From an optimization exercise on the open Yosys and OpenROAD flow, aimed at a short achievable clock period and few clock cycles; shortcuts taken in it are not production practice.
In this exercise RTL edits were held to simulation tests only and were not proved equivalent to the original.
Power figures rest on the tool's default switching activity, not on a simulated workload.

==> inputs of v16 <==
Design MIPS_Top, start of the top module:
module MIPS_Top(
    input clk,
    input reset,
    input [31:0] instr,
    output [31:0] pc,
    output dmem_we,
    output [31:0] dmem_addr,
    output [31:0] dmem_wdata,
    output [15:0] test_value
    );
==> flow/config.mk <==
export PLATFORM = sky130hd
export DESIGN_NAME = MIPS_Top
export DESIGN_NICKNAME = MIPS_Top
export VERILOG_FILES = /design/flow/design.v
export SDC_FILE = /design/flow/constraint.sdc
export NUM_CORES = 8
export LEC_CHECK = 0
export CAP_MARGIN = 20
export CORE_MARGIN = 2
export CORE_UTILIZATION = 30
export PLACE_DENSITY = 0.45
export SLEW_MARGIN = 20
==> flow/constraint.sdc <==
create_clock -name core_clock -period 21.0 [get_ports {clk}]
set_input_delay 4.2000 -clock core_clock [delete_from_list [all_inputs] [get_ports {clk}]]
set_output_delay 4.2000 -clock core_clock [all_outputs]
set_load 0.01 [all_outputs]
run.sh (not shown) runs the stock make flow with config.mk's settings and CLKGATE_MAP_FILE= SYNTH_SCRIPT=/design/flow/synth_recipe.tcl, a recipe that flattens the netlist after the stock synthesis.
==> inputs of v14, as changes to v16 <==
--- a/flow/design.v
+++ b/flow/design.v
@@ -3,12 +3,12 @@
     input  [31:0] b,
     input         cin,
     input         slt,
     output [31:0] result
     );
-    wire [32:0] sum = {1'b0, a} + {1'b0, b} + {32'b0, cin};
-    assign result = slt ? {31'b0, ~sum[32]} : sum[31:0];
+    wire [33:0] sum = {1'b0, a, 1'b1} + {1'b0, b, cin};
+    assign result = slt ? {31'b0, ~sum[33]} : sum[32:1];
 endmodule
 module CSA_Level #(parameter N = 3, parameter M = 2)(
     input  [32*N-1:0] in,
     output [32*M-1:0] out
     );
@@ -71,10 +71,47 @@
     CSA_Level #(L6, L7) c7(r6, r7);
     CSA_Level #(L7, L8) c8(r7, r8);
     assign s = r8[31:0];
     assign c = r8[63:32];
 endmodule
+module Sum_Eq(
+    input  [31:0] a,
+    input  [31:0] b,
+    input         cin,
+    input  [31:0] k,
+    output        eq
+    );
+    wire [31:0] h = a ^ b;
+    wire [31:0] g = (a & b) | (h & ~k);
+    assign eq = ((h ^ k) == {g[30:0], cin});
+endmodule
+module Branch_Cmp(
+    input  [31:0] pa,
+    input  [31:0] pb,
+    input  [31:0] xa,
+    input  [31:0] xb,
+    input         xcin,
+    input         xslt,
+    input         xld,
+    input         slt_bit,
+    input  [31:0] ld,
+    input         fa,
+    input         fb,
+    output        eq
+    );
+    wire add_a, add_b;
+    Sum_Eq sa(.a(xa), .b(xb), .cin(xcin), .k(pa), .eq(add_a));
+    Sum_Eq sb(.a(xa), .b(xb), .cin(xcin), .k(pb), .eq(add_b));
+    wire slt_a = (pa[31:1] == 31'b0) & (pa[0] == slt_bit);
+    wire slt_b = (pb[31:1] == 31'b0) & (pb[0] == slt_bit);
+    wire ld_a  = (ld == pa);
+    wire ld_b  = (ld == pb);
+    wire x_a = xld ? ld_a : xslt ? slt_a : add_a;
+    wire x_b = xld ? ld_b : xslt ? slt_b : add_b;
+    wire ab  = (pa == pb);
+    assign eq = fa ? (fb | x_b) : (fb ? x_a : ab);
+endmodule
 `timescale 1ns / 1ps
 module Adder(
     input [31:0] A,
     input [31:0] B,
     output [31:0] C
@@ -98,36 +135,35 @@
     assign is_j    = (Opcode == 6'h02);
 endmodule
 module Data_Memory(
     input          clk,
     input          reset,
-    input  [99:0]  sel,
+    input  [99:0]  wsel,
     input          WE,
     input  [31:0]  WD,
+    input  [99:0]  rsel,
     output [31:0]  RD,
     output [15:0]  test_value
     );
     reg [31:0] mem [0:99];
-    wire [31:0] masked [0:99];
     genvar i;
     generate
         for (i = 0; i < 100; i = i + 1) begin : words
             always @(posedge clk, negedge reset) begin
                 if (!reset)
                     mem[i] <= 32'b0;
-                else if (WE && sel[i])
+                else if (WE && wsel[i])
                     mem[i] <= WD;
             end
-            assign masked[i] = sel[i] ? mem[i] : 32'b0;
         end
     endgenerate
     reg [31:0] rd_or;
     integer k;
     always @(*) begin
         rd_or = 32'b0;
         for (k = 0; k < 100; k = k + 1)
-            rd_or = rd_or | masked[k];
+            rd_or = rd_or | ({32{rsel[k]}} & mem[k]);
     end
     assign RD = rd_or;
     assign test_value = mem[0][15:0];
 endmodule
 `timescale 1ns / 1ps
@@ -155,12 +191,12 @@
     end
 endmodule
 module Reg_File(
     input         clk,
     input         reset,
-    input  [4:0]  A1,
-    input  [4:0]  A2,
+    input  [31:0] S1,
+    input  [31:0] S2,
     input         WEA,
     input  [4:0]  AA,
     input  [31:0] WDA,
     input         WEB,
     input  [4:0]  AB,
@@ -180,12 +216,22 @@
                 else if (WEB && AB == i)
                     r[i] <= WDB;
             end
         end
     endgenerate
-    assign RD1 = r[A1];
-    assign RD2 = r[A2];
+    reg [31:0] rd1, rd2;
+    integer k;
+    always @(*) begin
+        rd1 = 32'b0;
+        rd2 = 32'b0;
+        for (k = 0; k < 32; k = k + 1) begin
+            rd1 = rd1 | ({32{S1[k]}} & r[k]);
+            rd2 = rd2 | ({32{S2[k]}} & r[k]);
+        end
+    end
+    assign RD1 = rd1;
+    assign RD2 = rd2;
 endmodule
 `timescale 1ns / 1ps
 module Shift_Left_Twice
     #(parameter bits_num = 32)(
     input [bits_num-1:0] in,
@@ -217,12 +263,32 @@
         .Opcode(instr[31:26]),
         .is_r(f_r), .is_addi(f_addi), .is_lw(f_lw), .is_sw(f_sw),
         .is_beq(f_beq), .is_j(f_j)
     );
     wire [31:2] f_jt = {pc4[31:28], instr[25:0]};
+    localparam NF = 2;
+    reg  [NF-1:0] fv;
+    reg  [31:2]   fkey [0:NF-1];
+    reg  [31:2]   ftgt [0:NF-1];
+    reg           fptr;
+    reg  [31:2]   prev_pc;     
+    reg           prev_seq;    
+    reg  [31:2]   fold_tgt;
+    reg           fold_hit;
+    integer fk;
+    always @(*) begin
+        fold_hit = 1'b0;
+        fold_tgt = 30'b0;
+        for (fk = 0; fk < NF; fk = fk + 1)
+            if (fv[fk] && fkey[fk] == pc_r) begin
+                fold_hit = 1'b1;
+                fold_tgt = fold_tgt | ftgt[fk];
+            end
+    end
     reg  [31:0] d_ir;
     reg  [31:2] d_pc4;
+    reg  [31:0] d_rs_oh, d_rt_oh;    
     reg         d_r, d_addi, d_lw, d_sw, d_beq;
     wire [4:0]  rs = d_ir[25:21];
     wire [4:0]  rt = d_ir[20:16];
     wire [4:0]  rd = d_ir[15:11];
     wire [5:0]  fn = d_ir[5:0];
@@ -239,12 +305,14 @@
     reg         x_wa;       
     reg         x_mul;      
     reg  [4:0]  x_rd;
     reg  [31:0] x_a, x_b;
     reg         x_cin, x_slt, x_ld, x_st;
-    reg  [99:0] x_sel;
-    reg  [31:0] x_addr, x_wdata;
+    reg  [99:0] x_sel;      
+    reg  [31:0] x_addr, x_wdata;    
+    reg  [99:0] x_wen;      
+    reg  [31:0] x_mwd;      
     reg         m_v;
     reg  [4:0]  m_rd;
     reg  [31:0] m_s, m_c;
     wire [31:0] m_res = m_s + m_c;
     wire [31:0] alu_res, ld_data;
@@ -252,65 +320,112 @@
     wire [31:0] x_res = x_ld ? ld_data : alu_res;
     wire [31:0] mul_s, mul_c;
     Mul_CSA mul(.a(x_a), .b(x_b), .s(mul_s), .c(mul_c));
     Data_Memory dm(
         .clk(clk), .reset(reset),
-        .sel(x_sel), .WE(x_st), .WD(x_wdata),
-        .RD(ld_data), .test_value(test_value)
+        .wsel(x_wen), .WE(1'b1), .WD(x_mwd),
+        .rsel(x_sel), .RD(ld_data), .test_value(test_value)
     );
     wire [31:0] rf_a, rf_b;
     Reg_File rf(
         .clk(clk), .reset(reset),
-        .A1(rs), .A2(rt),
+        .S1(d_rs_oh), .S2(d_rt_oh),
         .WEA(x_wa), .AA(x_rd), .WDA(x_res),
         .WEB(m_v), .AB(m_rd), .WDB(m_res),
         .RD1(rf_a), .RD2(rf_b)
     );
     wire xa_hit = x_wa  & (x_rd == rs);
     wire xa_mul = x_mul & (x_rd == rs);
     wire ma_hit = m_v   & (m_rd == rs);
     wire xb_hit = x_wa  & (x_rd == rt);
     wire xb_mul = x_mul & (x_rd == rt);
     wire mb_hit = m_v   & (m_rd == rt);
-    wire [31:0] a_val = xa_hit ? x_res : ma_hit ? m_res : rf_a;
-    wire [31:0] b_val = xb_hit ? x_res : mb_hit ? m_res : rf_b;
+    wire [31:0] pa = ma_hit ? m_res : rf_a;
+    wire [31:0] pb = mb_hit ? m_res : rf_b;
+    wire [31:0] a_val = xa_hit ? x_res : pa;
+    wire [31:0] b_val = xb_hit ? x_res : pb;
     wire stall = (use_a & xa_mul) | (use_b & xb_mul) |
                  (d_ldst & (xa_hit | xa_mul | ma_hit));
     wire go = ~stall;
     wire [31:0] addr = rf_a + imm;
-    wire        hi_zero = (addr[31:7] == 25'b0);
+    wire [7:0]  lo = {1'b0, rf_a[6:0]} + {1'b0, imm[6:0]};
+    wire [31:7] hx = rf_a[31:7] ^ imm[31:7];
+    wire [31:7] hc = {rf_a[30:7] | imm[30:7], lo[7]};
+    wire        hi_zero = (hx == hc);
     wire [99:0] sel;
     genvar i;
     generate
         for (i = 0; i < 100; i = i + 1) begin : dec
-            assign sel[i] = hi_zero & (addr[6:0] == i);
+            assign sel[i] = hi_zero & (lo[6:0] == i);
         end
     endgenerate
-    wire        taken = d_beq & go & (a_val == b_val);
+    wire eq;
+    Branch_Cmp bc(
+        .pa(pa), .pb(pb),
+        .xa(x_a), .xb(x_b), .xcin(x_cin), .xslt(x_slt), .xld(x_ld),
+        .slt_bit(alu_res[0]), .ld(ld_data),
+        .fa(xa_hit), .fb(xb_hit), .eq(eq)
+    );
+    wire        taken = d_beq & go & eq;
     wire [31:2] btgt = d_pc4 + imm[29:0];
     always @(posedge clk, negedge reset) begin
+        if (!reset)
+            pc_r <= 30'b0;
+        else
+            pc_r <= taken ? btgt : go ? (f_j ? f_jt : fold_hit ? fold_tgt : pc4) : pc_r;
+    end
+    always @(posedge clk, negedge reset) begin
         if (!reset) begin
-            pc_r  <= 30'b0;
-            d_ir  <= 32'b0;
-            d_pc4 <= 30'b0;
             d_r <= 1'b0; d_addi <= 1'b0; d_lw <= 1'b0; d_sw <= 1'b0; d_beq <= 1'b0;
         end else if (taken) begin
-            pc_r <= btgt;
             d_r <= 1'b0; d_addi <= 1'b0; d_lw <= 1'b0; d_sw <= 1'b0; d_beq <= 1'b0;
         end else if (go) begin
-            pc_r  <= f_j ? f_jt : pc4;
+            d_r <= f_r; d_addi <= f_addi; d_lw <= f_lw; d_sw <= f_sw; d_beq <= f_beq;
+        end
+    end
+    integer fr;
+    always @(posedge clk, negedge reset) begin
+        if (!reset) begin
+            d_ir  <= 32'b0;
+            d_pc4 <= 30'b0;
+            d_rs_oh <= 32'b0; d_rt_oh <= 32'b0;
+            fv <= {NF{1'b0}};
+            fptr <= 0;
+            prev_pc <= 30'b0;
+            for (fr = 0; fr < NF; fr = fr + 1) begin
+                fkey[fr] <= 30'b0;
+                ftgt[fr] <= 30'b0;
+            end
+        end else if (go) begin
             d_ir  <= instr;
             d_pc4 <= pc4;
-            d_r <= f_r; d_addi <= f_addi; d_lw <= f_lw; d_sw <= f_sw; d_beq <= f_beq;
+            d_rs_oh <= 32'b1 << instr[25:21];
+            d_rt_oh <= 32'b1 << instr[20:16];
+            prev_pc <= pc_r;
+            if (f_j && prev_seq) begin
+                fv[fptr]   <= 1'b1;
+                fkey[fptr] <= prev_pc;
+                ftgt[fptr] <= f_jt;
+                fptr <= ~fptr;
+            end
         end
     end
     always @(posedge clk, negedge reset) begin
+        if (!reset)
+            prev_seq <= 1'b0;
+        else if (taken)
+            prev_seq <= 1'b0;
+        else if (go)
+            prev_seq <= ~f_j & ~fold_hit;
+    end
+    always @(posedge clk, negedge reset) begin
         if (!reset) begin
             x_wa <= 1'b0; x_mul <= 1'b0; x_rd <= 5'b0;
             x_a <= 32'b0; x_b <= 32'b0;
             x_cin <= 1'b0; x_slt <= 1'b0; x_ld <= 1'b0; x_st <= 1'b0;
             x_sel <= 100'b0; x_addr <= 32'b0; x_wdata <= 32'b0;
+            x_wen <= 100'b0; x_mwd <= 32'b0;
             m_v <= 1'b0; m_rd <= 5'b0; m_s <= 32'b0; m_c <= 32'b0;
         end else begin
             x_wa   <= go & d_wr & ~d_mul;
             x_mul  <= go & d_mul;
             x_st   <= go & d_sw;
@@ -321,10 +436,13 @@
             x_slt  <= d_slt;
             x_ld   <= d_lw;
             x_sel  <= sel;
             x_addr <= addr;
             x_wdata <= b_val;
+            x_wen  <= {100{go & d_sw}} & sel;
+            if (go & d_sw)
+                x_mwd <= b_val;
             m_v  <= x_mul;
             m_rd <= x_rd;
             m_s  <= mul_s;
             m_c  <= mul_c;
         end
==> flow/flow/run.sh (new file) <==
#!/bin/bash
# The standard layout (the standard.sh, unchanged synthesis), with the
# timing repair steps asked to leave a setup margin, so that they keep
# working on the paths after the design's period is met.
set -euo pipefail
bash standard.sh SETUP_SLACK_MARGIN=15.5 finish > standard.log 2>&1
==> flow/standard.sh (new file) <==
#!/bin/bash
# synth_recipe.tcl (not shown) runs the flow's synth.tcl, then flattens the netlist and writes it again
# the make line also repeats each setting of config.mk as NAME=value (left out here)
make -C /OpenROAD-flow-scripts/flow DESIGN_CONFIG=/design/flow/config.mk WORK_HOME=/design/flow/orfs CLKGATE_MAP_FILE= SYNTH_SCRIPT=/design/flow/synth_recipe.tcl "${@:-finish}"
--- a/flow/config.mk
+++ b/flow/config.mk
@@ -5,8 +5,8 @@
 export SDC_FILE = /design/flow/constraint.sdc
 export NUM_CORES = 8
 export LEC_CHECK = 0
 export CAP_MARGIN = 20
 export CORE_MARGIN = 2
-export CORE_UTILIZATION = 30
-export PLACE_DENSITY = 0.45
+export CORE_UTILIZATION = 45
+export PLACE_DENSITY = 0.55
 export SLEW_MARGIN = 20
removed: flow/run.sh
==> impl_metrics.tcl <==
set metrics [dict create \
    powerDensity_nw_per_um2 79.6 \
    wire_per_inst_um 47.0 \
    reg2reg_depth 19 \
    maxSlewHeadroom_pct 5.42 \
    rr_endpoint "dp.pc_r[24]$_DFFE_PN0P_" \
    design.seq.count 4965 \
    yosysSeqAreaShare_pct 50.5 \
    cts_resized 986 \
    num_vias 215000 \
    status "timing/DRC/antenna clean" \
    synthTopCellsByArea "dfrtp_1 51%, mux2_2 15%, a22oi_1 4.2%, fa_1 3.9%, clkbuf_1 2.6%" \
    synth_xor_area_share_pct 1.72 \
    cp.required_ns 22.05 \
    pwr-share-comb_pct 9.5 \
    synth_compound_area_share_pct 14.0 \
    fin_crit_sh_pct 31.0 \
    clk_share_pct 6.61 \
    sh_seq_area_pct 44.6 \
]
(the above is from v14)
==> impl_metrics.tcl <==
set metrics [dict create \
    powerDensity_nw_per_um2 79.4 \
    synthTopCellsByArea "dfrtp_1 50%, mux2_2 16%, a22oi_1 4.2%, fa_1 3.6%, nand2_1 2.6%" \
    synth_xor_area_share_pct 0.975 \
    design.seq.count 4615 \
    rr_endpoint "dp.x_sel[74]$_DFF_PN0_" \
    cp.required_ns 21.97 \
    maxSlewHeadroom_pct 11.0 \
    fin_crit_sh_pct 48.5 \
    sh_seq_area_pct 43.4 \
    synth_compound_area_share_pct 14.3 \
    status "timing/DRC/antenna clean" \
    cts_resized 0 \
    wire_per_inst_um 45.7 \
    yosysSeqAreaShare_pct 49.6 \
]
(the above is from v16)
Testbench counts of v16, summed over its fixed seeds: cycles 63,852.
Testbench counts of v14, summed over its fixed seeds: cycles 60,988.

re-timing with driven ports:
No port has a modelled driver above. Below, the same layouts with a new extraction and two added sets of constraints.
Step 1 (the two cells are an assumption about what drives the block):
set clk [get_ports {clk}]
set_driving_cell -lib_cell sky130_fd_sc_hd__clkbuf_16 $clk
set_driving_cell -lib_cell sky130_fd_sc_hd__buf_2 [delete_from_list [all_inputs] $clk]
Step 2 moves the port delays by t, midway between the first and last clock arrival at a register: inputs arrive t later, outputs are due t later. That takes back most of the time a late clock gives input paths.
Slacks: ideal ports / drivers / drivers and shift; pairs: ideal ports / drivers.
run	t, ns	setup slack, ns	worst hold slack (ns)	worst setup path after step 2	pins driven straight from the clock port
v16	1.278	10.822 / 10.822 / 10.822	0.449 / 0.449 / 0.449	register to register	1
v14	1.268	14.494 / 14.494 / 14.220	0.487 / 0.487 / 0.487	input, reset recovery	1
After both steps setup and hold are still met in every run listed. The setup slack of v14, which loses most, moves by 0.000 ns with the drivers and by -0.274 ns with both steps. The worst setup slack also covers recovery checks on asynchronous resets.
